What follows belongs to an exercise in optimizing a design on an open flow for small area and a short achievable clock period; a production flow would make more cautious choices.
Function was checked by simulation only, so behaviour that the tests miss may differ from the original.

==> flow/design.v, too long to show whole: its modules and the start of the top module <==
// module floatMult: 22 lines
// module mul24: 2285 lines
// module fa: 6 lines
// module addPrep: 56 lines
// module floatAdd: 51 lines
// module addc25: 20 lines
// module carry25: 44 lines
// module expSub: 19 lines
// module carry8: 32 lines
// module lzc24: 18 lines
// module processingElement: 81 lines
module processingElement (
    clk,
    reset,
    floatA,
    floatB,
    result
);
  // ...
==> flow/flow/run.sh <==
#!/bin/bash
# The standard layout (standard.sh: the standard flow's synthesis and ORFS flow, unchanged scripts) with
# two settings passed to ORFS's make:
#  - SETUP_SLACK_MARGIN: repair_timing aims for this much setup slack, so it sizes and buffers
#    the design's paths well beyond the 24 ns the SDC asks for (the SDC itself is unchanged);
#  - BUFFER_PORTS_ARGS: the port buffers that buffer_ports inserts on every input and output
#    are buf_4 cells instead of the delay cell it picks by default.
set -euo pipefail
bash standard.sh SETUP_SLACK_MARGIN=12 "BUFFER_PORTS_ARGS=-buffer_cell sky130_fd_sc_hd__buf_4" finish > standard_flow.log 2>&1
==> flow/standard.sh <==
#!/bin/bash
# synth_recipe.tcl (not shown) runs the flow's synth.tcl, then flattens the netlist and writes it again
# the make line also repeats each setting of config.mk as NAME=value (left out here)
make -C /OpenROAD-flow-scripts/flow DESIGN_CONFIG=/design/flow/config.mk WORK_HOME=/design/flow/orfs CLKGATE_MAP_FILE= SYNTH_SCRIPT=/design/flow/synth_recipe.tcl "${@:-finish}"
==> flow/config.mk <==
export PLATFORM = sky130hd
export DESIGN_NAME = processingElement
export DESIGN_NICKNAME = processingElement
export VERILOG_FILES = /design/flow/design.v
export SDC_FILE = /design/flow/constraint.sdc
export NUM_CORES = 4
export LEC_CHECK = 0
export ABC_AREA = 1
export CAP_MARGIN = 60
export CORE_MARGIN = 2
export CORE_UTILIZATION = 40
export SLEW_MARGIN = 60
export SYNTH_HIERARCHICAL = 1
==> flow/constraint.sdc <==
create_clock -name core_clock -period 24.0 [get_ports {clk}]
set_input_delay 4.8000 -clock core_clock [delete_from_list [all_inputs] [get_ports {clk}]]
set_output_delay 4.8000 -clock core_clock [all_outputs]
set_load 0.01 [all_outputs]
==> qor.yml, run 1 <==
outcome:
  status: "complete, no violations"
die:
  dieHeight_um: 258
  tap_cells: 846
  die_area_um2: 66400
final_layout:
  finish.net_count: 4370
  area_dominant_class: "multi-input combinational cells"
  sh_seq_area_pct: 4.95
  signal_buffers: 243
placed_design:
  place_ws_ns: 10.69
synth:
  synth_compound_area_share_pct: 12.5
  synth-edff-count: 0
  syn_area_per_cell_um2: 6.82
  yosysUniqueCellTypes: 60
  synth_flop_cell: "dfxtp_1"
grt:
  grt_max_degree: 53
  overflow: 0
  grt_use_met3_pct: 2.99
sta:
  setup_tns_ns: 0
  fmax_ghz: 0.0844
  tightestPinTransition_ns: 0.604
worst_setup_path:
  end_kind: "output port"
  crit_buf_inv: 9
  reg2reg_from: "shift[0]"
  critPathRequiredTime_ns: 19.20
  worstSetupPathDepth: 57
job:
  cap_violations: 0
clocking:
  clkLatencyLatePin_ns: 0.35
hold_path:
  min_to: "mL[20]"
  hp-class: "flip-flop to flip-flop"
==> run 2, diff against run 1 <==
--- a/flow/design.v
+++ b/flow/design.v
@@ -1688,328 +1688,328 @@
     assign iv382 = ~pp140;
     assign iv383 = ~pp168;
     assign iv384 = ~pp196;
     assign iv385 = ~pp224;
     assign iv386 = ~pp252;
     assign iv387 = ~pp280;
     assign iv388 = ~pp308;
     assign iv389 = ~pp336;
-    fa u1 (pp28, pp54, 1'b1, s390, c391);
-    fa u2 (pp55, pp81, 1'b1, s392, c393);
-    fa u3 (pp82, pp108, 1'b1, s394, c395);
-    fa u4 (neg31, pp83, 1'b1, s396, c397);
-    fa u5 (pp20, pp46, 1'b1, s398, c399);
-    fa u6 (pp21, pp47, 1'b1, s400, c401);
-    fa u7 (pp22, pp48, pp74, s402, c403);
-    fa u8 (pp100, pp126, 1'b1, s404, c405);
-    fa u9 (pp23, pp49, pp75, s406, c407);
-    fa u10 (pp101, pp127, 1'b1, s408, c409);
-    fa u11 (pp24, pp50, pp76, s410, c411);
-    fa u12 (pp102, pp128, pp154, s412, c413);
-    fa u13 (pp180, pp206, 1'b1, s414, c415);
-    fa u14 (pp25, pp51, pp77, s416, c417);
-    fa u15 (pp103, pp129, pp155, s418, c419);
-    fa u16 (pp181, pp207, 1'b1, s420, c421);
-    fa u17 (pp26, pp52, pp78, s422, c423);
-    fa u18 (pp104, pp130, pp156, s424, c425);
-    fa u19 (pp182, pp208, pp234, s426, c427);
-    fa u20 (pp260, pp286, 1'b1, s428, c429);
-    fa u21 (pp27, pp53, pp79, s430, c431);
-    fa u22 (pp105, pp131, pp157, s432, c433);
-    fa u23 (pp183, pp209, pp235, s434, c435);
-    fa u24 (pp261, pp287, 1'b1, s436, c437);
-    fa u25 (s390, pp80, pp106, s438, c439);
-    fa u26 (pp132, pp158, pp184, s440, c441);
-    fa u27 (pp210, pp236, pp262, s442, c443);
-    fa u28 (pp288, pp314, pp340, s444, c445);
-    fa u29 (c391, s392, pp107, s446, c447);
-    fa u30 (pp133, pp159, pp185, s448, c449);
-    fa u31 (pp211, pp237, pp263, s450, c451);
-    fa u32 (pp289, pp315, pp341, s452, c453);
-    fa u33 (c393, s394, pp134, s454, c455);
-    fa u34 (pp160, pp186, pp212, s456, c457);
-    fa u35 (pp238, pp264, pp290, s458, c459);
-    fa u36 (pp316, pp342, neg3, s460, c461);
-    fa u37 (c395, s396, pp109, s462, c463);
-    fa u38 (pp135, pp161, pp187, s464, c465);
-    fa u39 (pp213, pp239, pp265, s466, c467);
-    fa u40 (pp291, pp317, pp343, s468, c469);
-    fa u41 (c397, pp110, pp136, s470, c471);
+    fa u1 (1'b1, iv377, pp106, s390, c391);
+    fa u2 (1'b1, iv378, pp107, s392, c393);
+    fa u3 (1'b1, iv379, neg3, s394, c395);
+    fa u4 (1'b1, neg31, pp109, s396, c397);
+    fa u5 (1'b1, iv373, pp124, s398, c399);
+    fa u6 (1'b1, pp125, pp151, s400, c401);
+    fa u7 (iv374, pp100, pp126, s402, c403);
+    fa u8 (1'b1, pp152, pp178, s404, c405);
+    fa u9 (pp101, pp127, pp153, s406, c407);
+    fa u10 (1'b1, pp179, pp205, s408, c409);
+    fa u11 (iv375, pp102, pp128, s410, c411);
+    fa u12 (pp154, pp180, pp206, s412, c413);
+    fa u13 (1'b1, pp232, pp24, s414, c415);
+    fa u14 (pp103, pp129, pp155, s416, c417);
+    fa u15 (pp181, pp207, pp233, s418, c419);
+    fa u16 (1'b1, pp25, pp259, s420, c421);
+    fa u17 (iv376, pp104, pp130, s422, c423);
+    fa u18 (pp156, pp182, pp208, s424, c425);
+    fa u19 (pp234, pp26, pp260, s426, c427);
+    fa u20 (1'b1, pp286, pp312, s428, c429);
+    fa u21 (pp105, pp131, pp157, s430, c431);
+    fa u22 (pp183, pp209, pp235, s432, c433);
+    fa u23 (pp261, pp27, pp287, s434, c435);
+    fa u24 (1'b1, pp313, pp53, s436, c437);
+    fa u25 (pp132, pp158, pp184, s438, c439);
+    fa u26 (pp210, pp236, pp262, s440, c441);
+    fa u27 (pp28, pp288, pp314, s442, c443);
+    fa u28 (pp340, pp54, pp80, s444, c445);
+    fa u29 (pp133, pp159, pp185, s446, c447);
+    fa u30 (pp211, pp237, pp263, s448, c449);
+    fa u31 (pp289, pp315, pp341, s450, c451);
+    fa u32 (pp55, pp81, c391, s452, c453);
+    fa u33 (pp108, pp134, pp160, s454, c455);
+    fa u34 (pp186, pp212, pp238, s456, c457);
+    fa u35 (pp264, pp290, pp316, s458, c459);
+    fa u36 (pp342, pp82, c393, s460, c461);
+    fa u37 (pp135, pp161, pp187, s462, c463);
+    fa u38 (pp213, pp239, pp265, s464, c465);
+    fa u39 (pp291, pp317, pp343, s466, c467);
+    fa u40 (pp56, pp83, c395, s468, c469);
+    fa u41 (iv380, pp110, pp136, s470, c471);
     fa u42 (pp162, pp188, pp214, s472, c473);
     fa u43 (pp240, pp266, pp292, s474, c475);
-    fa u44 (pp318, pp344, 1'b1, s476, c477);
+    fa u44 (1'b1, pp318, pp344, s476, c477);
     fa u45 (neg59, pp111, pp137, s478, c479);
     fa u46 (pp163, pp189, pp215, s480, c481);
     fa u47 (pp241, pp267, pp293, s482, c483);
-    fa u48 (pp319, pp345, 1'b1, s484, c485);
-    fa u49 (pp138, pp164, pp190, s486, c487);
-    fa u50 (pp216, pp242, pp268, s488, c489);
-    fa u51 (pp294, pp320, 1'b1, s490, c491);
-    fa u52 (neg87, pp139, pp165, s492, c493);
-    fa u53 (pp191, pp217, pp243, s494, c495);
-    fa u54 (pp269, pp295, 1'b1, s496, c497);
-    fa u55 (pp166, pp192, pp218, s498, c499);
-    fa u56 (pp244, pp270, 1'b1, s500, c501);
-    fa u57 (neg115, pp167, pp193, s502, c503);
-    fa u58 (pp219, pp245, 1'b1, s504, c505);
-    fa u59 (pp194, pp220, 1'b1, s506, c507);
-    fa u60 (neg143, pp195, 1'b1, s508, c509);
-    fa u61 (pp14, pp40, 1'b1, s510, c511);
-    fa u62 (pp15, pp41, 1'b1, s512, c513);
-    fa u63 (pp16, pp42, pp68, s514, c515);
-    fa u64 (pp94, pp120, 1'b1, s516, c517);
-    fa u65 (pp17, pp43, pp69, s518, c519);
-    fa u66 (pp95, pp121, 1'b1, s520, c521);
-    fa u67 (pp18, pp44, pp70, s522, c523);
-    fa u68 (pp96, pp122, pp148, s524, c525);
-    fa u69 (pp174, pp200, 1'b1, s526, c527);
-    fa u70 (pp19, pp45, pp71, s528, c529);
-    fa u71 (pp97, pp123, pp149, s530, c531);
-    fa u72 (pp175, pp201, 1'b1, s532, c533);
-    fa u73 (s398, pp72, pp98, s534, c535);
-    fa u74 (pp124, pp150, pp176, s536, c537);
-    fa u75 (pp202, pp228, iv373, s538, c539);
-    fa u76 (c399, s400, pp73, s540, c541);
-    fa u77 (pp99, pp125, pp151, s542, c543);
-    fa u78 (pp177, pp203, pp229, s544, c545);
-    fa u79 (c401, s402, s404, s546, c547);
-    fa u80 (pp152, pp178, pp204, s548, c549);
-    fa u81 (pp230, pp256, iv374, s550, c551);
-    fa u82 (c403, c405, s406, s552, c553);
-    fa u83 (s408, pp153, pp179, s554, c555);
-    fa u84 (pp205, pp231, pp257, s556, c557);
-    fa u85 (c407, c409, s410, s558, c559);
-    fa u86 (s412, s414, pp232, s560, c561);
-    fa u87 (pp258, pp284, iv375, s562, c563);
-    fa u88 (c411, c413, c415, s564, c565);
-    fa u89 (s416, s418, s420, s566, c567);
-    fa u90 (pp233, pp259, pp285, s568, c569);
-    fa u91 (c417, c419, c421, s570, c571);
-    fa u92 (s422, s424, s426, s572, c573);
-    fa u93 (s428, pp312, iv376, s574, c575);
-    fa u94 (c423, c425, c427, s576, c577);
-    fa u95 (c429, s430, s432, s578, c579);
-    fa u96 (s434, s436, pp313, s580, c581);
+    fa u48 (1'b1, pp319, pp345, s484, c485);
+    fa u49 (iv381, pp138, pp164, s486, c487);
+    fa u50 (pp190, pp216, pp242, s488, c489);
+    fa u51 (1'b1, pp268, pp294, s490, c491);
+    fa u52 (neg87, pp112, pp139, s492, c493);
+    fa u53 (pp165, pp191, pp217, s494, c495);
+    fa u54 (1'b1, pp243, pp269, s496, c497);
+    fa u55 (iv382, pp166, pp192, s498, c499);
+    fa u56 (1'b1, pp218, pp244, s500, c501);
+    fa u57 (neg115, pp140, pp167, s502, c503);
+    fa u58 (1'b1, pp193, pp219, s504, c505);
+    fa u59 (1'b1, iv383, pp194, s506, c507);
+    fa u60 (1'b1, neg143, pp168, s508, c509);
+    fa u61 (1'b1, iv370, pp118, s510, c511);
+    fa u62 (1'b1, pp119, pp145, s512, c513);
+    fa u63 (iv371, pp120, pp146, s514, c515);
+    fa u64 (1'b1, pp16, pp172, s516, c517);
+    fa u65 (pp121, pp147, pp17, s518, c519);
+    fa u66 (1'b1, pp173, pp43, s520, c521);
+    fa u67 (iv372, pp122, pp148, s522, c523);
+    fa u68 (pp174, pp18, pp200, s524, c525);
+    fa u69 (1'b1, pp44, pp70, s526, c527);
+    fa u70 (pp123, pp149, pp175, s528, c529);
+    fa u71 (pp19, pp201, pp45, s530, c531);
+    fa u72 (1'b1, pp71, pp97, s532, c533);
+    fa u73 (pp150, pp176, pp20, s534, c535);
+    fa u74 (pp202, pp228, pp46, s536, c537);
+    fa u75 (pp72, pp98, s398, s538, c539);
+    fa u76 (pp177, pp203, pp21, s540, c541);
+    fa u77 (pp229, pp47, pp73, s542, c543);
+    fa u78 (pp99, c399, s400, s544, c545);
+    fa u79 (pp204, pp22, pp230, s546, c547);
+    fa u80 (pp256, pp48, pp74, s548, c549);
+    fa u81 (c401, s402, s404, s550, c551);
+    fa u82 (pp23, pp231, pp257, s552, c553);
+    fa u83 (pp49, pp75, c403, s554, c555);
+    fa u84 (c405, s406, s408, s556, c557);
+    fa u85 (pp258, pp284, pp50, s558, c559);
+    fa u86 (pp76, c407, c409, s560, c561);
+    fa u87 (s410, s412, s414, s562, c563);
+    fa u88 (pp285, pp51, pp77, s564, c565);
+    fa u89 (c411, c413, c415, s566, c567);
+    fa u90 (s416, s418, s420, s568, c569);
+    fa u91 (pp52, pp78, c417, s570, c571);
+    fa u92 (c419, c421, s422, s572, c573);
+    fa u93 (s424, s426, s428, s574, c575);
+    fa u94 (pp79, c423, c425, s576, c577);
+    fa u95 (c427, c429, s430, s578, c579);
+    fa u96 (s432, s434, s436, s580, c581);
     fa u97 (c431, c433, c435, s582, c583);
-    fa u98 (c437, s438, s440, s584, c585);
-    fa u99 (s442, s444, iv377, s586, c587);
+    fa u98 (c437, s390, s438, s584, c585);
+    fa u99 (s440, s442, s444, s586, c587);
     fa u100 (c439, c441, c443, s588, c589);
-    fa u101 (c445, s446, s448, s590, c591);
-    fa u102 (s450, s452, iv378, s592, c593);
+    fa u101 (c445, s392, s446, s590, c591);
+    fa u102 (s448, s450, s452, s592, c593);
     fa u103 (c447, c449, c451, s594, c595);
-    fa u104 (c453, s454, s456, s596, c597);
-    fa u105 (s458, s460, iv379, s598, c599);
+    fa u104 (s394, s454, s456, s596, c597);
+    fa u105 (s458, c453, s460, s598, c599);
     fa u106 (c455, c457, c459, s600, c601);
-    fa u107 (c461, s462, s464, s602, c603);
-    fa u108 (s466, s468, pp56, s604, c605);
-    fa u109 (c463, c465, c467, s606, c607);
-    fa u110 (c469, s470, s472, s608, c609);
-    fa u111 (s474, s476, iv380, s610, c611);
-    fa u112 (c471, c473, c475, s612, c613);
-    fa u113 (c477, s478, s480, s614, c615);
-    fa u114 (s482, s484, pp84, s616, c617);
-    fa u115 (c479, c481, c483, s618, c619);
-    fa u116 (c485, s486, s488, s620, c621);
-    fa u117 (s490, pp346, iv381, s622, c623);
-    fa u118 (c487, c489, c491, s624, c625);
-    fa u119 (s492, s494, s496, s626, c627);
-    fa u120 (pp321, pp347, pp112, s628, c629);
-    fa u121 (c493, c495, c497, s630, c631);
-    fa u122 (s498, s500, pp296, s632, c633);
-    fa u123 (pp322, pp348, iv382, s634, c635);
-    fa u124 (c499, c501, s502, s636, c637);
-    fa u125 (s504, pp271, pp297, s638, c639);
-    fa u126 (pp323, pp349, pp140, s640, c641);
-    fa u127 (c503, c505, s506, s642, c643);
-    fa u128 (pp246, pp272, pp298, s644, c645);
-    fa u129 (pp324, pp350, iv383, s646, c647);
-    fa u130 (c507, s508, pp221, s648, c649);
-    fa u131 (pp247, pp273, pp299, s650, c651);
-    fa u132 (pp325, pp351, pp168, s652, c653);
-    fa u133 (c509, pp222, pp248, s654, c655);
+    fa u107 (s396, s462, s464, s602, c603);
+    fa u108 (s466, c461, s468, s604, c605);
+    fa u109 (c397, c463, c465, s606, c607);
+    fa u110 (c467, s470, s472, s608, c609);
+    fa u111 (s474, s476, c469, s610, c611);
+    fa u112 (pp84, c471, c473, s612, c613);
+    fa u113 (c475, c477, s478, s614, c615);
+    fa u114 (s480, s482, s484, s616, c617);
+    fa u115 (pp320, pp346, c479, s618, c619);
+    fa u116 (c481, c483, c485, s620, c621);
+    fa u117 (s486, s488, s490, s622, c623);
+    fa u118 (pp295, pp321, pp347, s624, c625);
+    fa u119 (c487, c489, c491, s626, c627);
+    fa u120 (s492, s494, s496, s628, c629);
+    fa u121 (pp270, pp296, pp322, s630, c631);
+    fa u122 (pp348, c493, c495, s632, c633);
+    fa u123 (c497, s498, s500, s634, c635);
+    fa u124 (pp245, pp271, pp297, s636, c637);
+    fa u125 (pp323, pp349, c499, s638, c639);
+    fa u126 (c501, s502, s504, s640, c641);
+    fa u127 (pp220, pp246, pp272, s642, c643);
+    fa u128 (pp298, pp324, pp350, s644, c645);
+    fa u129 (c503, c505, s506, s646, c647);
+    fa u130 (pp195, pp221, pp247, s648, c649);
+    fa u131 (pp273, pp299, pp325, s650, c651);
+    fa u132 (pp351, c507, s508, s652, c653);
+    fa u133 (iv384, pp222, pp248, s654, c655);
     fa u134 (pp274, pp300, pp326, s656, c657);
-    fa u135 (pp352, iv384, 1'b1, s658, c659);
-    fa u136 (neg171, pp223, pp249, s660, c661);
-    fa u137 (pp275, pp301, pp327, s662, c663);
-    fa u138 (pp353, pp196, 1'b1, s664, c665);
-    fa u139 (pp250, pp276, pp302, s666, c667);
-    fa u140 (pp328, pp354, 1'b1, s668, c669);
-    fa u141 (neg199, pp251, pp277, s670, c671);
-    fa u142 (pp303, pp329, 1'b1, s672, c673);
-    fa u143 (pp278, pp304, 1'b1, s674, c675);
-    fa u144 (neg227, pp279, 1'b1, s676, c677);
-    fa u145 (pp10, pp36, 1'b1, s678, c679);
-    fa u146 (pp11, pp37, 1'b1, s680, c681);
-    fa u147 (pp12, pp38, pp64, s682, c683);
-    fa u148 (pp90, pp116, 1'b1, s684, c685);
-    fa u149 (pp13, pp39, pp65, s686, c687);
-    fa u150 (pp91, pp117, 1'b1, s688, c689);
-    fa u151 (s510, pp66, pp92, s690, c691);
-    fa u152 (pp118, pp144, iv370, s692, c693);
-    fa u153 (c511, s512, pp67, s694, c695);
-    fa u154 (pp93, pp119, pp145, s696, c697);
-    fa u155 (c513, s514, s516, s698, c699);
-    fa u156 (pp146, pp172, iv371, s700, c701);
-    fa u157 (c515, c517, s518, s702, c703);
-    fa u158 (s520, pp147, pp173, s704, c705);
-    fa u159 (c519, c521, s522, s706, c707);
-    fa u160 (s524, s526, iv372, s708, c709);
+    fa u135 (1'b1, pp352, c509, s658, c659);
+    fa u136 (neg171, pp196, pp223, s660, c661);
+    fa u137 (pp249, pp275, pp301, s662, c663);
+    fa u138 (1'b1, pp327, pp353, s664, c665);
+    fa u139 (iv385, pp250, pp276, s666, c667);
+    fa u140 (1'b1, pp302, pp328, s668, c669);
+    fa u141 (neg199, pp224, pp251, s670, c671);
+    fa u142 (1'b1, pp277, pp303, s672, c673);
+    fa u143 (1'b1, iv386, pp278, s674, c675);
+    fa u144 (1'b1, neg227, pp252, s676, c677);
+    fa u145 (1'b1, iv368, pp10, s678, c679);
+    fa u146 (1'b1, pp11, pp37, s680, c681);
+    fa u147 (iv369, pp116, pp12, s682, c683);
+    fa u148 (1'b1, pp38, pp64, s684, c685);
+    fa u149 (pp117, pp13, pp39, s686, c687);
+    fa u150 (1'b1, pp65, pp91, s688, c689);
+    fa u151 (pp14, pp144, pp40, s690, c691);
+    fa u152 (pp66, pp92, s510, s692, c693);
+    fa u153 (pp15, pp41, pp67, s694, c695);
+    fa u154 (pp93, c511, s512, s696, c697);
+    fa u155 (pp42, pp68, pp94, s698, c699);
+    fa u156 (c513, s514, s516, s700, c701);
+    fa u157 (pp69, pp95, c515, s702, c703);
+    fa u158 (c517, s518, s520, s704, c705);
+    fa u159 (pp96, c519, c521, s706, c707);
+    fa u160 (s522, s524, s526, s708, c709);
     fa u161 (c523, c525, c527, s710, c711);
     fa u162 (s528, s530, s532, s712, c713);
     fa u163 (c529, c531, c533, s714, c715);
     fa u164 (s534, s536, s538, s716, c717);
-    fa u165 (c535, c537, c539, s718, c719);
-    fa u166 (s540, s542, s544, s720, c721);
-    fa u167 (c541, c543, c545, s722, c723);
-    fa u168 (s546, s548, s550, s724, c725);
-    fa u169 (c547, c549, c551, s726, c727);
-    fa u170 (s552, s554, s556, s728, c729);
-    fa u171 (c553, c555, c557, s730, c731);
-    fa u172 (s558, s560, s562, s732, c733);
-    fa u173 (c559, c561, c563, s734, c735);
-    fa u174 (s564, s566, s568, s736, c737);
-    fa u175 (c565, c567, c569, s738, c739);
-    fa u176 (s570, s572, s574, s740, c741);
-    fa u177 (c571, c573, c575, s742, c743);
-    fa u178 (s576, s578, s580, s744, c745);
+    fa u165 (c535, c537, s540, s718, c719);
+    fa u166 (s542, c539, s544, s720, c721);
+    fa u167 (c541, c543, s546, s722, c723);
+    fa u168 (s548, c545, s550, s724, c725);
+    fa u169 (c547, c549, s552, s726, c727);
+    fa u170 (s554, c551, s556, s728, c729);
+    fa u171 (c553, s558, c555, s730, c731);
+    fa u172 (s560, c557, s562, s732, c733);
+    fa u173 (c559, s564, c561, s734, c735);
+    fa u174 (c563, s566, s568, s736, c737);
+    fa u175 (c565, c567, s570, s738, c739);
+    fa u176 (c569, s572, s574, s740, c741);
+    fa u177 (c571, c573, s576, s742, c743);
+    fa u178 (c575, s578, s580, s744, c745);
     fa u179 (c577, c579, c581, s746, c747);
     fa u180 (s582, s584, s586, s748, c749);
     fa u181 (c583, c585, c587, s750, c751);
     fa u182 (s588, s590, s592, s752, c753);
-    fa u183 (c589, c591, c593, s754, c755);
-    fa u184 (s594, s596, s598, s756, c757);
-    fa u185 (c595, c597, c599, s758, c759);
-    fa u186 (s600, s602, s604, s760, c761);
-    fa u187 (c601, c603, c605, s762, c763);
-    fa u188 (s606, s608, s610, s764, c765);
-    fa u189 (c607, c609, c611, s766, c767);
-    fa u190 (s612, s614, s616, s768, c769);
-    fa u191 (c613, c615, c617, s770, c771);
-    fa u192 (s618, s620, s622, s772, c773);
-    fa u193 (c619, c621, c623, s774, c775);
-    fa u194 (s624, s626, s628, s776, c777);
-    fa u195 (c625, c627, c629, s778, c779);
-    fa u196 (s630, s632, s634, s780, c781);
-    fa u197 (c631, c633, c635, s782, c783);
-    fa u198 (s636, s638, s640, s784, c785);
-    fa u199 (c637, c639, c641, s786, c787);
-    fa u200 (s642, s644, s646, s788, c789);
-    fa u201 (c643, c645, c647, s790, c791);
-    fa u202 (s648, s650, s652, s792, c793);
-    fa u203 (c649, c651, c653, s794, c795);
-    fa u204 (s654, s656, s658, s796, c797);
-    fa u205 (c655, c657, c659, s798, c799);
-    fa u206 (s660, s662, s664, s800, c801);
-    fa u207 (c661, c663, c665, s802, c803);
-    fa u208 (s666, s668, iv385, s804, c805);
-    fa u209 (c667, c669, s670, s806, c807);
-    fa u210 (s672, pp355, pp224, s808, c809);
-    fa u211 (c671, c673, s674, s810, c811);
-    fa u212 (pp330, pp356, iv386, s812, c813);
-    fa u213 (c675, s676, pp305, s814, c815);
-    fa u214 (pp331, pp357, pp252, s816, c817);
-    fa u215 (c677, pp306, pp332, s818, c819);
-    fa u216 (pp358, iv387, 1'b1, s820, c821);
-    fa u217 (neg255, pp307, pp333, s822, c823);
-    fa u218 (pp359, pp280, 1'b1, s824, c825);
-    fa u219 (pp334, pp360, 1'b1, s826, c827);
-    fa u220 (neg283, pp335, 1'b1, s828, c829);
-    fa u221 (pp8, pp34, 1'b1, s830, c831);
-    fa u222 (pp9, pp35, 1'b1, s832, c833);
-    fa u223 (s678, pp62, pp88, s834, c835);
-    fa u224 (c679, s680, pp63, s836, c837);
-    fa u225 (c681, s682, s684, s838, c839);
+    fa u183 (c589, c591, s594, s754, c755);
+    fa u184 (s596, c593, s598, s756, c757);
+    fa u185 (c595, c597, s600, s758, c759);
+    fa u186 (s602, c599, s604, s760, c761);
+    fa u187 (c601, c603, s606, s762, c763);
+    fa u188 (s608, c605, s610, s764, c765);
+    fa u189 (c607, s612, c609, s766, c767);
+    fa u190 (s614, s616, c611, s768, c769);
+    fa u191 (c613, s618, c615, s770, c771);
+    fa u192 (c617, s620, s622, s772, c773);
+    fa u193 (s624, c619, c621, s774, c775);
+    fa u194 (c623, s626, s628, s776, c777);
+    fa u195 (c625, s630, c627, s778, c779);
+    fa u196 (s632, c629, s634, s780, c781);
+    fa u197 (c631, s636, c633, s782, c783);
+    fa u198 (s638, c635, s640, s784, c785);
+    fa u199 (c637, s642, s644, s786, c787);
+    fa u200 (c639, c641, s646, s788, c789);
+    fa u201 (c643, c645, s648, s790, c791);
+    fa u202 (s650, c647, s652, s792, c793);
+    fa u203 (c649, c651, s654, s794, c795);
+    fa u204 (s656, s658, c653, s796, c797);
+    fa u205 (c655, c657, s660, s798, c799);
+    fa u206 (s662, s664, c659, s800, c801);
+    fa u207 (pp354, c661, c663, s802, c803);
+    fa u208 (c665, s666, s668, s804, c805);
+    fa u209 (pp329, pp355, c667, s806, c807);
+    fa u210 (c669, s670, s672, s808, c809);
+    fa u211 (pp304, pp330, pp356, s810, c811);
+    fa u212 (c671, c673, s674, s812, c813);
+    fa u213 (pp279, pp305, pp331, s814, c815);
+    fa u214 (pp357, c675, s676, s816, c817);
+    fa u215 (iv387, pp306, pp332, s818, c819);
+    fa u216 (1'b1, pp358, c677, s820, c821);
+    fa u217 (neg255, pp280, pp307, s822, c823);
+    fa u218 (1'b1, pp333, pp359, s824, c825);
+    fa u219 (1'b1, iv388, pp334, s826, c827);
+    fa u220 (1'b1, neg283, pp308, s828, c829);
+    fa u221 (1'b1, iv367, pp34, s830, c831);
+    fa u222 (1'b1, pp35, pp61, s832, c833);
+    fa u223 (pp36, pp62, pp88, s834, c835);
+    fa u224 (pp63, pp89, c679, s836, c837);
+    fa u225 (pp90, c681, s682, s838, c839);
     fa u226 (c683, c685, s686, s840, c841);
     fa u227 (c687, c689, s690, s842, c843);
-    fa u228 (c691, c693, s694, s844, c845);
-    fa u229 (c695, c697, s698, s846, c847);
-    fa u230 (c699, c701, s702, s848, c849);
-    fa u231 (c703, c705, s706, s850, c851);
+    fa u228 (c691, s694, c693, s844, c845);
+    fa u229 (c695, s698, c697, s846, c847);
+    fa u230 (c699, s702, c701, s848, c849);
+    fa u231 (c703, s706, c705, s850, c851);
     fa u232 (c707, c709, s710, s852, c853);
     fa u233 (c711, c713, s714, s854, c855);
-    fa u234 (c715, c717, s718, s856, c857);
-    fa u235 (c719, c721, s722, s858, c859);
-    fa u236 (c723, c725, s726, s860, c861);
-    fa u237 (c727, c729, s730, s862, c863);
-    fa u238 (c731, c733, s734, s864, c865);
-    fa u239 (c735, c737, s738, s866, c867);
-    fa u240 (c739, c741, s742, s868, c869);
-    fa u241 (c743, c745, s746, s870, c871);
-    fa u242 (c747, c749, s750, s872, c873);
-    fa u243 (c751, c753, s754, s874, c875);
-    fa u244 (c755, c757, s758, s876, c877);
-    fa u245 (c759, c761, s762, s878, c879);
-    fa u246 (c763, c765, s766, s880, c881);
-    fa u247 (c767, c769, s770, s882, c883);
-    fa u248 (c771, c773, s774, s884, c885);
-    fa u249 (c775, c777, s778, s886, c887);
-    fa u250 (c779, c781, s782, s888, c889);
-    fa u251 (c783, c785, s786, s890, c891);
-    fa u252 (c787, c789, s790, s892, c893);
-    fa u253 (c791, c793, s794, s894, c895);
-    fa u254 (c795, c797, s798, s896, c897);
-    fa u255 (c799, c801, s802, s898, c899);
-    fa u256 (c803, c805, s806, s900, c901);
-    fa u257 (c807, c809, s810, s902, c903);
-    fa u258 (c811, c813, s814, s904, c905);
-    fa u259 (c815, c817, s818, s906, c907);
-    fa u260 (c819, c821, s822, s908, c909);
-    fa u261 (c823, c825, s826, s910, c911);
-    fa u262 (c827, s828, pp361, s912, c913);
-    fa u263 (c829, pp362, 1'b1, s914, c915);
-    fa u264 (neg311, pp363, 1'b1, s916, c917);
-    fa u265 (pp6, pp32, 1'b1, s918, c919);
-    fa u266 (pp7, pp33, 1'b1, s920, c921);
-    fa u267 (s830, pp60, iv367, s922, c923);
-    fa u268 (c831, s832, pp61, s924, c925);
-    fa u269 (c833, s834, iv368, s926, c927);
-    fa u270 (c835, s836, pp89, s928, c929);
-    fa u271 (c837, s838, iv369, s930, c931);
-    fa u272 (c839, s840, s688, s932, c933);
-    fa u273 (c841, s842, s692, s934, c935);
-    fa u274 (c843, s844, s696, s936, c937);
-    fa u275 (c845, s846, s700, s938, c939);
-    fa u276 (c847, s848, s704, s940, c941);
-    fa u277 (c849, s850, s708, s942, c943);
-    fa u278 (c851, s852, s712, s944, c945);
+    fa u234 (c715, s718, c717, s856, c857);
+    fa u235 (c719, s722, c721, s858, c859);
+    fa u236 (c723, s726, c725, s860, c861);
+    fa u237 (c727, s730, c729, s862, c863);
+    fa u238 (c731, s734, c733, s864, c865);
+    fa u239 (c735, s738, c737, s866, c867);
+    fa u240 (c739, s742, c741, s868, c869);
+    fa u241 (c743, s746, c745, s870, c871);
+    fa u242 (c747, s750, c749, s872, c873);
+    fa u243 (c751, s754, c753, s874, c875);
+    fa u244 (c755, s758, c757, s876, c877);
+    fa u245 (c759, s762, c761, s878, c879);
+    fa u246 (c763, s766, s768, s880, c881);
+    fa u247 (c767, s770, c769, s882, c883);
+    fa u248 (c771, s774, c773, s884, c885);
+    fa u249 (c775, s778, c777, s886, c887);
+    fa u250 (c779, s782, c781, s888, c889);
+    fa u251 (s786, c783, c785, s890, c891);
+    fa u252 (c787, s790, c789, s892, c893);
+    fa u253 (c791, s794, c793, s894, c895);
+    fa u254 (c795, s798, s800, s896, c897);
+    fa u255 (c799, s802, s804, s898, c899);
+    fa u256 (c803, s806, c805, s900, c901);
+    fa u257 (s810, c807, c809, s902, c903);
+    fa u258 (c811, s814, c813, s904, c905);
+    fa u259 (c815, s818, s820, s906, c907);
+    fa u260 (c819, s822, s824, s908, c909);
+    fa u261 (pp360, c823, c825, s910, c911);
+    fa u262 (pp335, pp361, c827, s912, c913);
+    fa u263 (1'b1, iv389, pp362, s914, c915);
+    fa u264 (1'b1, neg311, pp336, s916, c917);
+    fa u265 (1'b1, iv366, pp32, s918, c919);
+    fa u266 (1'b1, pp33, pp7, s920, c921);
+    fa u267 (pp60, pp8, s830, s922, c923);
+    fa u268 (pp9, c831, s832, s924, c925);
+    fa u269 (c833, s678, s834, s926, c927);
+    fa u270 (c835, s680, s836, s928, c929);
+    fa u271 (s684, c837, s838, s930, c931);
+    fa u272 (s688, c839, s840, s932, c933);
+    fa u273 (c841, s692, s842, s934, c935);
+    fa u274 (c843, s696, s844, s936, c937);
+    fa u275 (s700, c845, s846, s938, c939);
+    fa u276 (s704, c847, s848, s940, c941);
+    fa u277 (s708, c849, s850, s942, c943);
+    fa u278 (s712, c851, s852, s944, c945);
     fa u279 (c853, s854, s716, s946, c947);
-    fa u280 (c855, s856, s720, s948, c949);
-    fa u281 (c857, s858, s724, s950, c951);
-    fa u282 (c859, s860, s728, s952, c953);
-    fa u283 (c861, s862, s732, s954, c955);
-    fa u284 (c863, s864, s736, s956, c957);
-    fa u285 (c865, s866, s740, s958, c959);
-    fa u286 (c867, s868, s744, s960, c961);
-    fa u287 (c869, s870, s748, s962, c963);
-    fa u288 (c871, s872, s752, s964, c965);
-    fa u289 (c873, s874, s756, s966, c967);
-    fa u290 (c875, s876, s760, s968, c969);
-    fa u291 (c877, s878, s764, s970, c971);
-    fa u292 (c879, s880, s768, s972, c973);
-    fa u293 (c881, s882, s772, s974, c975);
-    fa u294 (c883, s884, s776, s976, c977);
-    fa u295 (c885, s886, s780, s978, c979);
-    fa u296 (c887, s888, s784, s980, c981);
-    fa u297 (c889, s890, s788, s982, c983);
-    fa u298 (c891, s892, s792, s984, c985);
-    fa u299 (c893, s894, s796, s986, c987);
-    fa u300 (c895, s896, s800, s988, c989);
-    fa u301 (c897, s898, s804, s990, c991);
-    fa u302 (c899, s900, s808, s992, c993);
-    fa u303 (c901, s902, s812, s994, c995);
-    fa u304 (c903, s904, s816, s996, c997);
-    fa u305 (c905, s906, s820, s998, c999);
-    fa u306 (c907, s908, s824, s1000, c1001);
-    fa u307 (c909, s910, iv388, s1002, c1003);
-    fa u308 (c911, s912, pp308, s1004, c1005);
-    fa u309 (c913, s914, iv389, s1006, c1007);
-    fa u310 (c915, s916, pp336, s1008, c1009);
-    wire [47:0] r0 = {c1007, c1005, c1003, c1001, c999, c997, c995, c993, c991, c989, c987, c985, c983, c981, c979, c977, c975, c973, c971, c969, c967, c965, c963, c961, c959, c957, c955, c953, c951, c949, c947, c945, c943, c941, c939, c937, c935, c933, c931, c929, c927, c925, c923, c921, c919, s918, pp5, pp4};
-    wire [47:0] r1 = {s1008, s1006, s1004, s1002, s1000, s998, s996, s994, s992, s990, s988, s986, s984, s982, s980, s978, s976, s974, s972, s970, s968, s966, s964, s962, s960, s958, s956, s954, s952, s950, s948, s946, s944, s942, s940, s938, s936, s934, s932, s930, s928, s926, s924, s922, s920, iv366, 1'b1, iv365};
+    fa u280 (c855, s720, s856, s948, c949);
+    fa u281 (s724, c857, s858, s950, c951);
+    fa u282 (s728, c859, s860, s952, c953);
+    fa u283 (s732, c861, s862, s954, c955);
+    fa u284 (s736, c863, s864, s956, c957);
+    fa u285 (s740, c865, s866, s958, c959);
+    fa u286 (s744, c867, s868, s960, c961);
+    fa u287 (s748, c869, s870, s962, c963);
+    fa u288 (c871, s752, s872, s964, c965);
+    fa u289 (c873, s756, s874, s966, c967);
+    fa u290 (s760, c875, s876, s968, c969);
+    fa u291 (s764, c877, s878, s970, c971);
+    fa u292 (c765, c879, s880, s972, c973);
+    fa u293 (s772, c881, s882, s974, c975);
+    fa u294 (s776, c883, s884, s976, c977);
+    fa u295 (s780, c885, s886, s978, c979);
+    fa u296 (s784, c887, s888, s980, c981);
+    fa u297 (s788, c889, s890, s982, c983);
+    fa u298 (s792, c891, s892, s984, c985);
+    fa u299 (s796, c893, s894, s986, c987);
+    fa u300 (c797, c895, s896, s988, c989);
+    fa u301 (c801, s898, c897, s990, c991);
+    fa u302 (s808, c899, s900, s992, c993);
+    fa u303 (s812, c901, s902, s994, c995);
+    fa u304 (s816, c903, s904, s996, c997);
+    fa u305 (c817, c905, s906, s998, c999);
+    fa u306 (c821, s908, c907, s1000, c1001);
+    fa u307 (s826, s910, c909, s1002, c1003);
+    fa u308 (s828, c911, s912, s1004, c1005);
+    fa u309 (c829, s914, c913, s1006, c1007);
+    fa u310 (pp363, c915, s916, s1008, c1009);
+    wire [47:0] r0 = {s1008, c1005, c1003, s1002, s1000, c997, c995, c993, s992, s990, c987, c985, c983, c981, c979, c977, s976, s974, c971, c969, c967, c965, c963, c961, c959, c957, c955, c953, c951, c949, c947, c945, c943, c941, c939, c937, c935, c933, c931, c929, c927, c925, c923, c921, c919, pp6, pp5, iv365};
+    wire [47:0] r1 = {c1007, s1006, s1004, c1001, c999, s998, s996, s994, c991, c989, s988, s986, s984, s982, s980, s978, c975, c973, s972, s970, s968, s966, s964, s962, s960, s958, s956, s954, s952, s950, s948, s946, s944, s942, s940, s938, s936, s934, s932, s930, s928, s926, s924, s922, s920, s918, 1'b1, pp4};
     wire [47:0] X = ~r0;
     wire [47:0] Y = ~r1;
     assign g1010 = X[0] & Y[0];
     assign p1011 = X[0] ^ Y[0];
     assign g1012 = X[1] & Y[1];
     assign p1013 = X[1] ^ Y[1];
     assign g1014 = X[2] & Y[2];
     assign p1015 = X[2] ^ Y[2];
==> run 2 against run 1 <==
Synthesized cell count hardly changed. Global-route usage grew 0.061 points. Worst hold slack got worse by 0.018 ns. Core utilization is 0.67 points lower. Non-clock buffer count fell by 16. Setup slack better by 0.0085 ns. Clock skew down 0.0014 ns. Via count down 0.66%. First-iteration DRC count increased by 5.9%. Die area is 0.29% lower. Critical path type unchanged. Critical endpoint is now result[22].
==> qor.yml, run 2 <==
worst_setup_path:
  arrival_ns: 7.04
  end_kind: "output port"
  critPathRequiredTime_ns: 19.20  # about the same
  worstSetupPathType: "flip-flop to output port"
  crit_slowest_cell: "dfxtp_4"
  slowest_delay_ns: 0.37
  crit_fanout: 7
  start_kind: "flip-flop"
clocking:
  clkLatencyLatePin_ns: 0.35  # about the same
  clockRootBuffer: "clkbuf_16"
  clkTransAtPathRegs_ns: 0.06
  postCtsHoldBufs: 0
  cts.sinks: 65
  htreeDepth: 3
  cts_max_path_buffers: 2
  cts_tree: "yes"
  cts_made_buffers: 9
grt:
  track_usage_pct: 26.7
  antenna_found_initial: 1
  grt_pass1_wl_um: 140000
  grt_pass1_vias: 24600
  overflow: 0  # unchanged
  grt_max_degree: 53  # unchanged
synth:
  synth-edff-count: 0  # unchanged
  syn_area_per_cell_um2: 6.80  # -0.24%
  synth_seq_cells: 65
  synth_flop_cell: "dfxtp_1"
  yosysUniqueCellTypes: 60  # unchanged
  yosysWarnings: 8
  synth_area_leaders: "fa_1 26%, nand2_1 15%, xor2_1 12%, inv_1 6.7%, o22ai_1 6.3%"
  yosysMostFrequentCell: "nand2_1"
  synth_cells: 3774
  synth_top_area_cell: "fa_1"
  syn_area_um2: 25700
  async_flop_share_pct: 50.8
  synth_common_cells: "1034 x nand2_1, 459 x inv_1, 338 x xor2_1, 327 x fa_1, 288 x nand3_1"
  synth.top_cell.area_share_pct: 25.5
  seq_area_frac_synth_pct: 5.72
final_layout:
  finish.net_count: 4351  # -0.43%
  multi_input_comb_area_um2: 22600
  final_cell_mix: "945 x nand2_1, 432 x inv_1, 334 x xor2_1, 326 x fa_1, 269 x nand3_1"
  fillCellCount: 6437
  diodes: 0
  seqCellArea_um2: 1480
  final_cell_area_um2: 29500
  synthToLayoutAreaGrowth_pct: 14.8
  largestRegisters: "mL: 23 flops, mS: 23 flops, eL: 8 flops"
  drive_gt1_share_pct: 16.1
  final_common_cell: "nand2_1"
sta:
  slew_violations: 0
  fin_skew_ns: 0.00718
  setup_viol: 0
  max_slew_margin_pct: 58.7
  setup_tns_ns: 0  # unchanged
  rsz0062_at_grt: "true"
  period_share_pct: 49.3
  tightestPinTransition_ns: 0.619  # +0.0146 ns
  fin_ws_ns: 12.16
  period_needed_ns: 11.84
  fmax_ghz: 0.0844  # about the same
  final-hold-violation-count: 0
hold_path:
  hp-class: "flip-flop to flip-flop"
routing:
  drt-pass1-iter-count: 5
  wl_per_cell_um: 19.6
  wirelength_um: 92100
  drt_iter0_drc: 2376
  ant_nets: 0
  vias: 25800
  drc: 0
  via_per_inst: 5.48
outcome:
  status: "complete, no violations"
die:
  rows: 92
  die_x_um: 257
  start_util_pct: 40.6
  core_area_um2: 63200
  dieHeight_um: 257  # -0.14%
  ios: 98
  die_area_um2: 66200  # -0.29%
placed_design:
  hpwl_um: 68100
  place_ws_ns: 10.47  # -0.222 ns
  post_dp_cell_area_um2: 27100
  port_buffers: 97
  routabilityCongestion: 0.968
job:
  cap_violations: 0  # unchanged
[run 2: worst paths after layout]
kind	startpoint	to	slack (ns)	depth (start not counted)
max reg2reg	shift[0]	shift[2]	14.96	68
min in group asynchronous	reset	eL[1]	4.53	3
min	mL[17]	mL[17]	0.69	4
min reg2reg	mL[17]	mL[17]	0.69	4
max in group asynchronous	reset	pass	19.14	3
max	shift[0]	result[22]	12.16	54
[run 2: layout make-up]
class | count | share of cell area [%]
multi-input cells | 3044 | 76.8
flip-flops and latches | 65 | 5.03
well taps | 846 | 3.59
clock buffers | 11 | 0.824
repair inverters | 1 | 0.0212
inverters | 501 | 6.66
repair buffers | 227 | 6.85
clock inverters | 5 | 0.187
[run 2: stage by stage]
| stage | hold slack [ns] | std cells | util (%) |
|---|---|---|---|
| finish | 0.693 | 4700 | 46.6 |
| global route | 0.767 | 4700 | 46.6 |
| CTS | 0.739 | 4633 | 44.1 |
| detailed placement | 0.726 | 4590 | 42.9 |
| global placement | 0.710 | 4589 | 42.7 |
| floorplan | 0.665 | 3824 | - |
[run 2: per-module statistics from Yosys (local to each module, per instance), a selection]
module,cells inside,flip-flops and latches,times used,area (um2)
floatAdd,835,0,1,3880
addc25,250,0,1,1160
expSub,50,0,1,246
addPrep,659,0,1,3210
processingElement,66,65,1,1470
carry25,162,0,1,798
mul24,1186,0,1,7450
fa,1,0,310,20.0
carry8,28,0,1,138
[run 2: repair_timing]
action | CTS | global route
gates cloned | 4 | 14
pin swaps | 23 | 104
setup buffers | 23 | 52
endpoints found under the setup margin | 87 | 94
hold endpoints to repair | 0 | 0
resized for setup | 74 | 278
[run 2: cells by family (layout without fill, tap and decap cells)]
kind of cell | count (synthesis) | count (layout) | synth area share [%]
adders and majority gates | 436 | 436 | 30.8
muxes | 8 | 8 | 0.312
xor gates and xnor gates | 345 | 345 | 11.8
buffers and inverters | 723 | 745 | 11.3
other | 7 | 57 | 0.102
AOI/OAI and AO/OA | 534 | 534 | 12.5
and+or+nand+nor | 1656 | 1664 | 27.5
DFF | 65 | 65 | 5.72
[run 2: critical path, delay by kind of cell, from the launching register on]
kind | cells | cell delay (ns)
simple gates | 41 | 4.26
buf+inv | 7 | 1.00
compound gates | 4 | 0.56
flops | 1 | 0.37
fa+ha+maj | 1 | 0.36
xor+xnor | 1 | 0.15
[run 2: per-layer routing]
metal  share of wire, %  wire [um]  track usage (%)  vias up
met2                 47      43200             44.3     1118
li1                   -          -                -    12100
met3                7.2       6640             3.67      244
met1                 41      37900             34.9    12200
met5              0.020         18                0        -
met4                4.6       4280             11.2        2
==> module lzc24, before the edit <==
module lzc24 (
    d,
    lz
);
    input [23:0] d;
    output [4:0] lz;
    wire [31:0] x = {d, 8'hff};
    wire z16 = ~|x[31:16];
    wire [15:0] y16 = z16 ? x[15:0] : x[31:16];
    wire z8 = ~|y16[15:8];
    wire [7:0] y8 = z8 ? y16[7:0] : y16[15:8];
    wire z4 = ~|y8[7:4];
    wire [3:0] y4 = z4 ? y8[3:0] : y8[7:4];
    wire z2 = ~|y4[3:2];
    wire [1:0] y2 = z2 ? y4[1:0] : y4[3:2];
    wire z1 = ~y2[1];
    assign lz = {z16, z8, z4, z2, z1};
endmodule
==> run 3, diff against run 2 <==
--- a/flow/design.v
+++ b/flow/design.v
@@ -2541,14 +2541,32 @@
     output [4:0] lz;
     wire [31:0] x = {d, 8'hff};
-    wire z16 = ~|x[31:16];
-    wire [15:0] y16 = z16 ? x[15:0] : x[31:16];
-    wire z8 = ~|y16[15:8];
-    wire [7:0] y8 = z8 ? y16[7:0] : y16[15:8];
-    wire z4 = ~|y8[7:4];
-    wire [3:0] y4 = z4 ? y8[3:0] : y8[7:4];
-    wire z2 = ~|y4[3:2];
-    wire [1:0] y2 = z2 ? y4[1:0] : y4[3:2];
-    wire z1 = ~y2[1];
-    assign lz = {z16, z8, z4, z2, z1};
+    wire [15:0] v1;
+    wire [15:0] p1;
+    wire [7:0] v2;
+    wire [15:0] p2;
+    wire [3:0] v3;
+    wire [11:0] p3;
+    wire [1:0] v4;
+    wire [7:0] p4;
+    genvar i;
+    generate
+        for (i = 0; i < 16; i = i + 1) begin : l1
+            assign v1[i] = x[2*i+1] | x[2*i];
+            assign p1[i] = ~x[2*i+1];
+        end
+        for (i = 0; i < 8; i = i + 1) begin : l2
+            assign v2[i] = v1[2*i+1] | v1[2*i];
+            assign p2[2*i+1:2*i] = v1[2*i+1] ? {1'b0, p1[2*i+1]} : {1'b1, p1[2*i]};
+        end
+        for (i = 0; i < 4; i = i + 1) begin : l3
+            assign v3[i] = v2[2*i+1] | v2[2*i];
+            assign p3[3*i+2:3*i] = v2[2*i+1] ? {1'b0, p2[4*i+3:4*i+2]} : {1'b1, p2[4*i+1:4*i]};
+        end
+        for (i = 0; i < 2; i = i + 1) begin : l4
+            assign v4[i] = v3[2*i+1] | v3[2*i];
+            assign p4[4*i+3:4*i] = v3[2*i+1] ? {1'b0, p3[6*i+5:6*i+3]} : {1'b1, p3[6*i+2:6*i]};
+        end
+    endgenerate
+    assign lz = v4[1] ? {1'b0, p4[7:4]} : {1'b1, p4[3:0]};
 endmodule
 module processingElement (
==> run 3 against run 2 <==
Still clean on timing, DRC and antenna. Setup slack gained 0.19 ns. Final cell count decreased by 1.7%. Register-to-register slack improved by 0.44 ns. Sequential cell count is the same. Count of clock-buffer cells in the layout unchanged. Area after synthesis decreased by 0.29%. First-iteration DRC count fell by 13%. Die area fell by 0.29%. Critical path depth is 19 lower. Fmax up 1.6%.
==> qor.yml, run 3 <==
grt:
  use_met1_pct: 35.0  # about the same
  grt_pass1_wl_um: 139000  # -0.69%
  met2_usage_pct: 44.0  # -0.25 points
  grt_use_met3_pct: 3.52  # -0.16 points
  overflow: 0  # unchanged
  track_usage_pct: 26.5  # -0.19 points
  grt_pass1_vias: 24500  # -0.63%
  grt.busiest_layer: "met2"
  antenna_found_initial: 0  # -1
  grt_max_degree: 53  # unchanged
sta:
  period_share_pct: 48.6  # -0.78 points
  rsz0062_at_grt: "true"
  setup_viol: 0  # unchanged
  final-hold-violation-count: 0  # unchanged
  fin_skew_ns: 0.00667  # -0.000513 ns
  fmax_ghz: 0.0858  # +1.6%
  tightestPinTransition_ns: 0.602  # -0.0167 ns
  slew_violations: 0  # unchanged
  max_slew_margin_pct: 59.8  # +1.1 points
  period_needed_ns: 11.66  # -0.187 ns
  setup_tns_ns: 0  # unchanged
worst_setup_path:
  crit_fanout: 24  # +17
  arrival_ns: 11.88  # +4.84 ns
  cpLargestDelayFamily: "adder cells"
  cp_common_cell: "nand2_1"
  critPathLaunch: "floatB[1]"
  critPathRequiredTime_ns: 24.23  # +5.03 ns
  start_kind: "input pin"
  crit_buf_inv: 5  # -2
  slowest_delay_ns: 0.51  # +0.14 ns
  worstSetupPathType: "input pin to flip-flop"
  crit_slowest_cell: "fa_1"
  end_kind: "flip-flop"
  rrSetupSlack_ns: 15.40  # +0.44 ns
  reg2reg_from: "shift[1]"
synth:
  async_flop_share_pct: 50.8  # unchanged
  synth_top_area_cell: "fa_1"
  syn_area_um2: 25600  # -0.29%
  synth_seq_cells: 65  # unchanged
  yosysWarnings: 8  # unchanged
  synth.top_cell.area_share_pct: 25.6  # +0.075 points
  syn_area_per_cell_um2: 6.81  # +0.13%
  yosysUniqueCellTypes: 61  # +1.7%
  synth_cells: 3758  # -0.42%
  synth_area_leaders: "fa_1 26%, nand2_1 15%, xor2_1 12%, inv_1 6.8%, o22ai_1 6.3%"
  synth-edff-count: 0  # unchanged
  seq_area_frac_synth_pct: 5.74  # +0.017 points
  synth_common_cells: "1031 x nand2_1, 464 x inv_1, 338 x xor2_1, 327 x fa_1, 284 x nand3_1"
  yosysMostFrequentCell: "nand2_1"
  synth_flop_cell: "dfxtp_1"
outcome:
  status: "complete, no violations"
clocking:
  cts_made_buffers: 9  # unchanged
  cts.sinks: 65  # unchanged
  cts_tree: "yes"
  clkLatencyLatePin_ns: 0.34  # about the same
  postCtsHoldBufs: 0  # unchanged
  cts_max_path_buffers: 2  # unchanged
  htreeDepth: 3  # unchanged
  clockRootBuffer: "clkbuf_16"
  clkTransAtPathRegs_ns: 0.06  # about the same
die:
  core_area_um2: 63200  # unchanged
  ios: 98  # unchanged
  dieHeight_um: 257  # -0.14%
  die_x_um: 257  # -0.14%
  start_util_pct: 40.5  # -0.12 points
  die_area_um2: 66000  # -0.29%
  rows: 92  # unchanged
routing:
  drt-pass1-iter-count: 5  # unchanged
  drc: 0  # unchanged
  wirelength_um: 89200  # -3.1%
  ant_nets: 0  # unchanged
  via_per_inst: 5.41  # -1.2%
  drt_iter0_drc: 2058  # -13%
  vias: 25000  # -2.8%
  wl_per_cell_um: 19.3  # -1.5%
placed_design:
  routabilityCongestion: 0.968  # about the same
  port_buffers: 97  # unchanged
  place_inst: 4576  # -0.31%
  hpwl_um: 67300  # -1.2%
final_layout:
  stdcell_count: 4622  # -1.7%
  final_cell_mix: "1025 x nand2_1, 450 x inv_1, 335 x xor2_1, 325 x fa_1, 284 x nand3_1"
  synthToLayoutAreaGrowth_pct: 9.16
  drive_gt1_share_pct: 10.0  # -6.1 points
  diodes: 0  # unchanged
  final_common_cell: "nand2_1"
  finish.net_count: 4273  # -1.8%
  fillCellCount: 6641  # +3.2%
  largestRegisters: "mL: 23 flops, mS: 23 flops, eL: 8 flops"
job:
  cap_violations: 0  # unchanged
hold_path:
  hp-class: "flip-flop to flip-flop"
  hp-start: "mL[18]"
-- run 3: changes by cell type after synthesis, sizes merged, moves of 4 or more --
cell	change
nor2	-14
nand2	-4
or2	-4
nand3	-4
o21ai	+4
inv	+11
nand3b	-6
buf	-5
a21oi	+6
-- run 3: area by class of cell --
cell class	count	area [um2]	share of cell area, %
clock buffers	11	253	0.905
well taps	846	1060	3.79
multi-input cells	3019	21800	77.9
repair buffers	164	1350	4.82
inverters	512	2000	7.15
flip-flops and latches	65	1480	5.30
clock inverters	5	30.0	0.108
-- run 3: worst reg2reg max path, delay by kind of cell (launching register included) --
kind / cells / cell delay (ns)
simple gates: 40 / 4.14
buf+inv: 10 / 1.20
compound gates: 7 / 1.17
fa+ha+maj: 3 / 1.13
flops: 1 / 0.41
mux: 1 / 0.30
xor+xnor: 1 / 0.15
-- run 3: kinds of logic after synthesis --
logic type / share of synthesized area (%)
AOI/OAI and AO/OA: 12.7
xor gates and xnor gates: 11.8
adders and majority gates: 30.9
buffers and inverters: 11.3
DFF: 5.74
muxes: 0.313
other: 0.103
and+or+nand+nor: 27.1
-- run 3: layer usage --
metal	vias up	routed length (um)
met4	0	3700
met5	-	0
met3	184	6550
met2	1067	41700
li1	11900	-
met1	11800	37300
-- run 3: Yosys stat by module (local to each module, per instance), a selection --
| module | flip-flops and latches | area (um2) | cells | copies in the design |
|---|---|---|---|---|
| floatMult | 0 | 633 | 132 | 1 |
| fa | 0 | 20.0 | 1 | 310 |
| floatAdd | 0 | 3880 | 835 | 1 |
| addPrep | 0 | 3210 | 659 | 1 |
| carry25 | 0 | 798 | 162 | 1 |
| carry8 | 0 | 138 | 28 | 1 |
| expSub | 0 | 246 | 50 | 1 |
-- run 3: through the flow --
stage	hold slack [ns]	setup WS, ns	util (%)	instance area (um2)
after CTS	0.735	11.99	43.4	27400
after detailed placement	0.722	11.08	42.8	27100
final	0.746	12.34	44.2	27900
after floorplan	0.665	12.76	-	25800
after global placement	0.711	10.67	42.6	27000
after global routing	0.810	11.97	44.2	27900
-- run 3: path summary, 6_finish.rpt --
kind	endpoint	cells past startpoint
max	mL[10]	35
max in group asynchronous	pass	3
min	mL[18]	4
max reg2reg	shift[2]	62
min in group asynchronous	eL[4]	3
min reg2reg	mL[18]	4
-- run 3: repair_timing --
| item | CTS | global route |
|---|---|---|
| gates resized for setup | 14 | 70 |
| buffers inserted | 2 | 18 |
| cloned | 1 | 7 |
| pin swaps | 3 | 12 |
| endpoints found under the setup margin | 89 | 94 |

## static timing again, ports no longer ideal
No port has a modelled driver above. Below, the same layouts with a new extraction and two added sets of constraints. Step 1, drivers: a clkbuf_16 drives clk and a buf_2 each remaining input, both assumed. Step 2 times the ports against the registers' clock, not the clock port: input delays grow and output delays shrink by t, the midpoint of the rising clock arrivals with the driver on. Slacks: ideal ports / drivers / drivers and shift; pairs: ideal ports / drivers.
run	t, ns	setup WS [ns]	latest minus earliest clock arrival (ns)	cell pins on the clock port's net
run 1	0.392	12.148 / 12.100 / 11.891	0.008 / 0.008	1
run 2	0.394	12.157 / 12.107 / 11.893	0.007 / 0.007	1
run 3	0.387	12.344 / 12.368 / 11.982	0.006 / 0.007	1
After both steps every run listed still meets setup and hold. The setup slack of run 3, which loses most, moves by +0.024 ns with the drivers and by -0.362 ns with both steps.
